This design comes from an exercise in tuning for small area on the open sky130 flow, not from production work. The RTL was checked by simulation tests, not by an equivalence proof against the original design. No activity file was given, so power comes from the tool's default toggle rates.

--- design.v ---
module i2s_rx
#(
	parameter G_BITS = 16
)(
	input wire in_mclk,
	input wire in_reset,
	input wire in_sclk,
	input wire in_fclk,
	input wire in_din,
	output wire [2*G_BITS-1 : 0] out_data,
	output wire out_load,
	output reg  out_strobe
);
	reg sclk, sclk_q, fclk, din;
	reg fclk_int, fclk_int_q;
	reg active;
	reg [4:0] cnt;
	reg [2*G_BITS-1 : 0] data;    
	wire rise  = ~sclk_q & sclk;
	wire fedge = fclk_int ^ fclk_int_q;
	wire ffall = fclk_int_q & ~fclk_int;
	wire load  = active & ffall;
	wire wr    = rise & active & ~cnt[4];
	wire clr   = load | ~active | in_reset;
	assign out_load = clr;
	assign out_data = data;
	wire [2*G_BITS-1 : 0] sel = {{(2*G_BITS-1){1'b0}}, wr} << {~fclk_int_q, ~cnt[3:0]};
	wire [2*G_BITS-1 : 0] we = sel | {(2*G_BITS){clr}};
	wire wd = din & ~clr;
	integer k;
	always @(posedge in_mclk) begin
		sclk <= in_sclk & ~in_reset;
		sclk_q <= sclk;
		fclk <= in_fclk;
		din <= in_din;
		if (in_reset) begin
			fclk_int <= 1'b0;
			fclk_int_q <= 1'b0;
		end else begin
			if (rise)
				fclk_int <= fclk;
			fclk_int_q <= fclk_int;
		end
		active <= ~in_reset & (active | ffall);
		out_strobe <= ~in_reset & load;
		if (fedge)
			cnt <= 5'd0;
		else if (wr)
			cnt <= cnt + 5'd1;
		for (k = 0; k < 2*G_BITS; k = k + 1)
			if (we[k])
				data[k] <= wd;
	end
endmodule
module tdm_tx
#(
	parameter G_BITS = 16
)(
	input wire in_mclk,
	input wire in_reset,
	input wire [2*G_BITS-1 : 0] in_data,
	input wire in_load,
	input wire in_strobe,
	output reg out_sclk,
	output reg out_fclk,
	output reg out_dout
);
	reg [2*G_BITS-1 : 0] frame;
	reg sclk;
	reg pending;    
	reg saved;      
	wire fall = out_sclk;
	always @(posedge in_mclk) begin
		sclk <= ~in_reset & ~sclk;
		out_sclk <= ~in_reset & sclk;
		saved <= frame[2*G_BITS-1];
		if (in_load)
			frame <= in_data;
		else if (fall & ~pending & ~in_strobe)
			frame <= {frame[2*G_BITS-2 : 0], 1'b0};
		pending <= ~in_reset & (in_strobe | (pending & ~fall));
		if (in_reset) begin
			out_fclk <= 1'b0;
			out_dout <= 1'b0;
		end else if (fall) begin
			out_fclk <= pending;
			out_dout <= ~pending & saved;
		end
	end
endmodule
module i2s_to_tdm
#(
	parameter G_BITS = 16
)(
	input wire in_mclk,
	input wire in_reset,
	input wire in_sclk,
	input wire in_fclk,
	input wire in_din,
	output wire out_sclk,
	output wire out_fclk,
	output wire out_dout
);
	wire [2*G_BITS-1 : 0] data;
	wire load;
	wire strobe;
	i2s_rx
	#(
		.G_BITS(G_BITS)
	)
	i2s (
		.in_mclk(in_mclk),
		.in_reset(in_reset),
		.in_sclk(in_sclk),
		.in_fclk(in_fclk),
		.in_din(in_din),
		.out_data(data),
		.out_load(load),
		.out_strobe(strobe)
	);
	tdm_tx
	#(
		.G_BITS(G_BITS)
	)
	tdm (
		.in_mclk(in_mclk),
		.in_reset(in_reset),
		.in_data(data),
		.in_load(load),
		.in_strobe(strobe),
		.out_sclk(out_sclk),
		.out_fclk(out_fclk),
		.out_dout(out_dout)
	);
endmodule
--- run.sh ---
#!/bin/bash
# synth_recipe.tcl (not shown) runs the flow's synth.tcl, then flattens the netlist and writes it again
# the make line also repeats each setting of config.mk as NAME=value (left out here)
make -C /OpenROAD-flow-scripts/flow DESIGN_CONFIG=/design/flow/config.mk WORK_HOME=/design/flow/orfs CLKGATE_MAP_FILE= SYNTH_SCRIPT=/design/flow/synth_recipe.tcl finish
--- config.mk ---
export PLATFORM = sky130hd
export DESIGN_NAME = i2s_to_tdm
export DESIGN_NICKNAME = i2s_to_tdm
export VERILOG_FILES = /design/flow/design.v
export SDC_FILE = /design/flow/constraint.sdc
export NUM_CORES = 4
export LEC_CHECK = 0
export CAP_MARGIN = 20
export CORE_MARGIN = 2
export CORE_UTILIZATION = 40
export SLEW_MARGIN = 20
--- constraint.sdc ---
create_clock -name core_clock -period 81.38 [get_ports {in_mclk}]
set_input_delay 16.2760 -clock core_clock [delete_from_list [all_inputs] [get_ports {in_mclk}]]
set_output_delay 16.2760 -clock core_clock [all_outputs]
set_load 0.01 [all_outputs]
==> summary.txt <==
[per-stage QoR]
stage | setup WS, ns | hold slack (ns)
finish | 62.78 | 0.377
global route | 62.55 | 0.388
CTS | 62.76 | 0.371
detailed placement | 62.41 | 0.329
global placement | 62.45 | 0.357
floorplan | 63.38 | 0.323
[power breakdown]
| part | leakage (nW) | internal, mW | switching, mW |
|---|---|---|---|
| Clock | 0.101 | 0.0172 | 0.0145 |
| Sequential | 0.936 | 0.0467 | 0.000559 |
| Combinational | 0.362 | 0.00102 | 0.000981 |
| Total | 1.40 | 0.0649 | 0.0160 |
[kinds of logic (layout without fill, tap and decap cells)]
logic type      count (synthesis)  in the layout  synth area share (%)
xor+xnor                        1              1                 0.268
flops                          83             83                  70.6
buf+inv                        12             27                  2.76
fa+ha+maj                       2              2                 0.767
simple gates                   44             44                  7.82
mux                            36             36                  12.2
compound gates                 36             36                  5.60
[area by class of cell]
cell class | instances | area, sq um | share of cell area [%]
Clock buffer | 9 | 124 | 3.41
Clock inverter | 7 | 91.3 | 2.52
Inverter | 2 | 7.51 | 0.207
Multi-Input combinational cell | 119 | 891 | 24.6
Sequential cell | 83 | 2300 | 63.4
Tap cell | 102 | 128 | 3.52
Timing Repair Buffer | 9 | 85.1 | 2.34
[how the worst max path moves through the flow]
stage | startpoint | to | cells after the start
global route | in_reset | i2s.data[3] | 4
CTS | in_reset | i2s.data[31] | 4
detailed placement | in_reset | i2s.data[0] | 4
global placement | in_reset | i2s.data[10] | 4
floorplan | in_reset | tdm.frame[0] | 5
finish | in_reset | i2s.data[3] | 4
[per-layer routing]
| layer | share of wire (%) | track usage, % |
|---|---|---|
| met5 | 0 | 0 |
| met4 | 0.95 | 5.31 |
| met3 | 3.3 | 4.33 |
| met2 | 46 | 18.8 |
| met1 | 50 | 16.6 |
[cell usage in the layout, fill, tap and decap left out]
| cell type | count |
|---|---|
| dfxtp_1 | 19 |
| and2_1 | 2 |
| clkbuf_8 | 9 |
| clkdlybuf4s50_1 | 7 |
| and3b_1 | 1 |
| clkinv_1 | 2 |
| a21oi_1 | 2 |
| nor3b_4 | 1 |
| mux2_1 | 2 |
| and4bb_2 | 1 |
| o21ai_0 | 14 |
| inv_1 | 2 |
| o31ai_4 | 1 |
| xor2_1 | 1 |
| nand2b_1 | 3 |
| mux2i_1 | 5 |
| or3b_2 | 2 |
| inv_6 | 1 |
| nor2b_1 | 5 |
| ha_1 | 2 |
| or3_1 | 1 |
| edfxtp_1 | 64 |
| nand3b_1 | 4 |
| o21ai_1 | 19 |
| nor2_1 | 10 |
| nand3_1 | 3 |
| and4b_1 | 1 |
| nand2_1 | 8 |
| clkinvlp_4 | 2 |
| nand4_1 | 2 |
| mux2_2 | 29 |
| buf_4 | 2 |
| bufinv_16 | 2 |
[worst register-to-register path, cell delays in order, from the launching register on]
cell	delay [ns]
dfxtp_1	0.40
ha_1	0.29
nor3b_4	0.17
buf_4	0.57
and2_1	0.88
==> key figures <==
Die
  • Die W: 94.3 um
  • Starting Density: 41.8%
  • Row count: 32
  • Die Y: roughly 94 um
  • Die ar.: 8900 sq um
  • Core ar.: 7810 sq um
  • Num ports: 8

CTS
  • Clock Latency Late Sink: 0.35 ns
  • Number of sinks on the clock net: 83
  • Number of setup buffers added after CTS: 0
  • CTS tree: built
  • Reg clk slew, reported paths: 0.08 ns
  • # resized after CTS: 0
  • Root Driver: clkbuf_8
  • H-tree depth: 3
  • # hold bufs at CTS: 0
  • CTS buffer count: 9
  • Maximum clock insertion buffer count: 2

Yosys
  • Area leader, netlist: edfxtp_1
  • Post-synthesis sequential area ratio: 70.6%
  • Share of the synthesized area in the top cell type: about three fifths
  • EDFF count, synth: 64
  • Synthesized Nets: about 220
  • Mapped Area: 3260 sq um
  • Syn Inst Count: 214
  • Synth warn: 2
  • Yosys reg bits: between 80 and 90
  • Ys async rst share: 0%
  • Ranking of synthesized cells by area: edfxtp_1 (59%), dfxtp_1 (12%), mux2_2 (10%), o21ai_1 (2.9%), o21ai_0 (2.1%)
  • Mean post-synth cell area: 15.2 sq um
  • Synth cell count leaders: edfxtp_1 (64), mux2_2 (29), dfxtp_1 (19), o21ai_1 (19), o21ai_0 (14)
  • Yosys cell types: 29
  • Dominant synthesized flop cell: edfxtp_1
  • Most numerous cell in the Yosys netlist: edfxtp_1

STA
  • Final period utilization: 22.9%
  • Slew margin rel.: 35.4%
  • Fmax: 53.8 MHz
  • Slew Viols, Final: 0
  • Setup TNS after final layout: 0 ns
  • Hold Vio Cnt, Final: 0
  • Min cycle time layout: 18.60 ns
  • Clock skew: 0.00715 ns
  • RSZ-0062 raised after global routing: false
  • Final Setup Violations: 0
  • Tightest Pin Transition: just under 1 ns

Pwr
  • Maximum vdd drop: 0.0000129 V
  • Leak: around 1.4 nW
  • P per Cell Area: 22.3 nW/um^2
  • Post-layout power: 0.0809 mW

Placed design
  • Port buffer count: 7
  • Routability Congestion: between 0.7 and 0.8
  • Cells after DPL: 315
  • DP Area: 3410 sq um
  • Detailed Place HPWL: 2810 um

Worst setup path
  • CP top delay family: buffers and inverters
  • Worst Reg-to-Reg Cells: 4
  • CP startpoint kind: primary input
  • Reg2reg end: i2s.data[3]
  • Critical path peak fanout: 66
  • Buf/Inv on CP: 2
  • Crit path largest cell delay: 0.87 ns
  • CP cell instances: clkdlybuf4s50_1 > nor3b_4 > buf_4 > and2_1
  • CP Class: in2reg
  • WP data required: 81.39 ns
  • Critical path arrival: 18.61 ns
  • Slowest CP cell: and2_1
  • Setup slack, reg-to-reg: roughly 79 ns
  • RR Startpoint: i2s.fclk_int_q
  • Crit path capture type: flop

Route
  • Routed WL per cell: 14.6 um
  • Drt first-iter violations: 140
  • Final wirelength: 4850 um
  • Via Count: 1665
  • DRC: 0
  • DR pass1 iterations: 4
  • Vias per cell: 5.03
  • DRT antenna net count: 0

Worst hold path
  • Hold Path Stages: 0
  • Worst Hold Class: reg2reg
  • HP Start: tdm.frame[31]
  • Worst Hold Path EP: tdm.saved

Global route
  • Gr usage total: 12.5%
  • Largest net degree at the start of global routing: between 60 and 70
  • Initial antenna violation count: 0
  • Gr ovfl total: 0
  • Global-route wire length before repair: 8360 um
  • Number of global-route vias before repair: 1671

Layout
  • # fillers: 696
  • Regs by FF count: i2s.data: 32 flops, tdm.frame: 32 flops, i2s.cnt: 5 flops
  • Final nets: 231
  • Antenna cells: 0
  • Design Area, Final: 3630 sq um
  • Area growth syn-to-layout: 11.2%
  • Layout Utilization: 46.5%
  • Layout cells sized above 1: 21.8%
  • Layout Cells excl Fill: 331

Flow run
  • Max_cap viols: 0

Outcome
  • Outcome: no timing/DRC/antenna violations

==> separate check: timing with driven ports <==
The flow's constraints put no driver on any port. The routed layout listed below was extracted and timed again, unchanged, in two steps. Step 1 (the two cells are an assumption about what drives the block):
set clk [get_ports {in_mclk}]
set_driving_cell -lib_cell sky130_fd_sc_hd__clkbuf_16 $clk
set_driving_cell -lib_cell sky130_fd_sc_hd__buf_2 [delete_from_list [all_inputs] $clk]
Step 2 times the ports against the registers' clock, not the clock port: input delays grow and output delays shrink by t, the midpoint of the rising clock arrivals with the driver on. a / b / c = no drivers / after step 1 / after step 2; a / b = the first two.
t (ns): 0.370
setup WS [ns]: 62.782 / 62.789 / 62.419
worst hold slack (ns): 0.377 / 0.377 / 0.377
clock arrival spread, ns: 0.008 / 0.008
After both steps setup and hold are still met in this run. For this run, drivers alone change the setup slack by +0.007 ns; drivers and shift together by -0.363 ns.
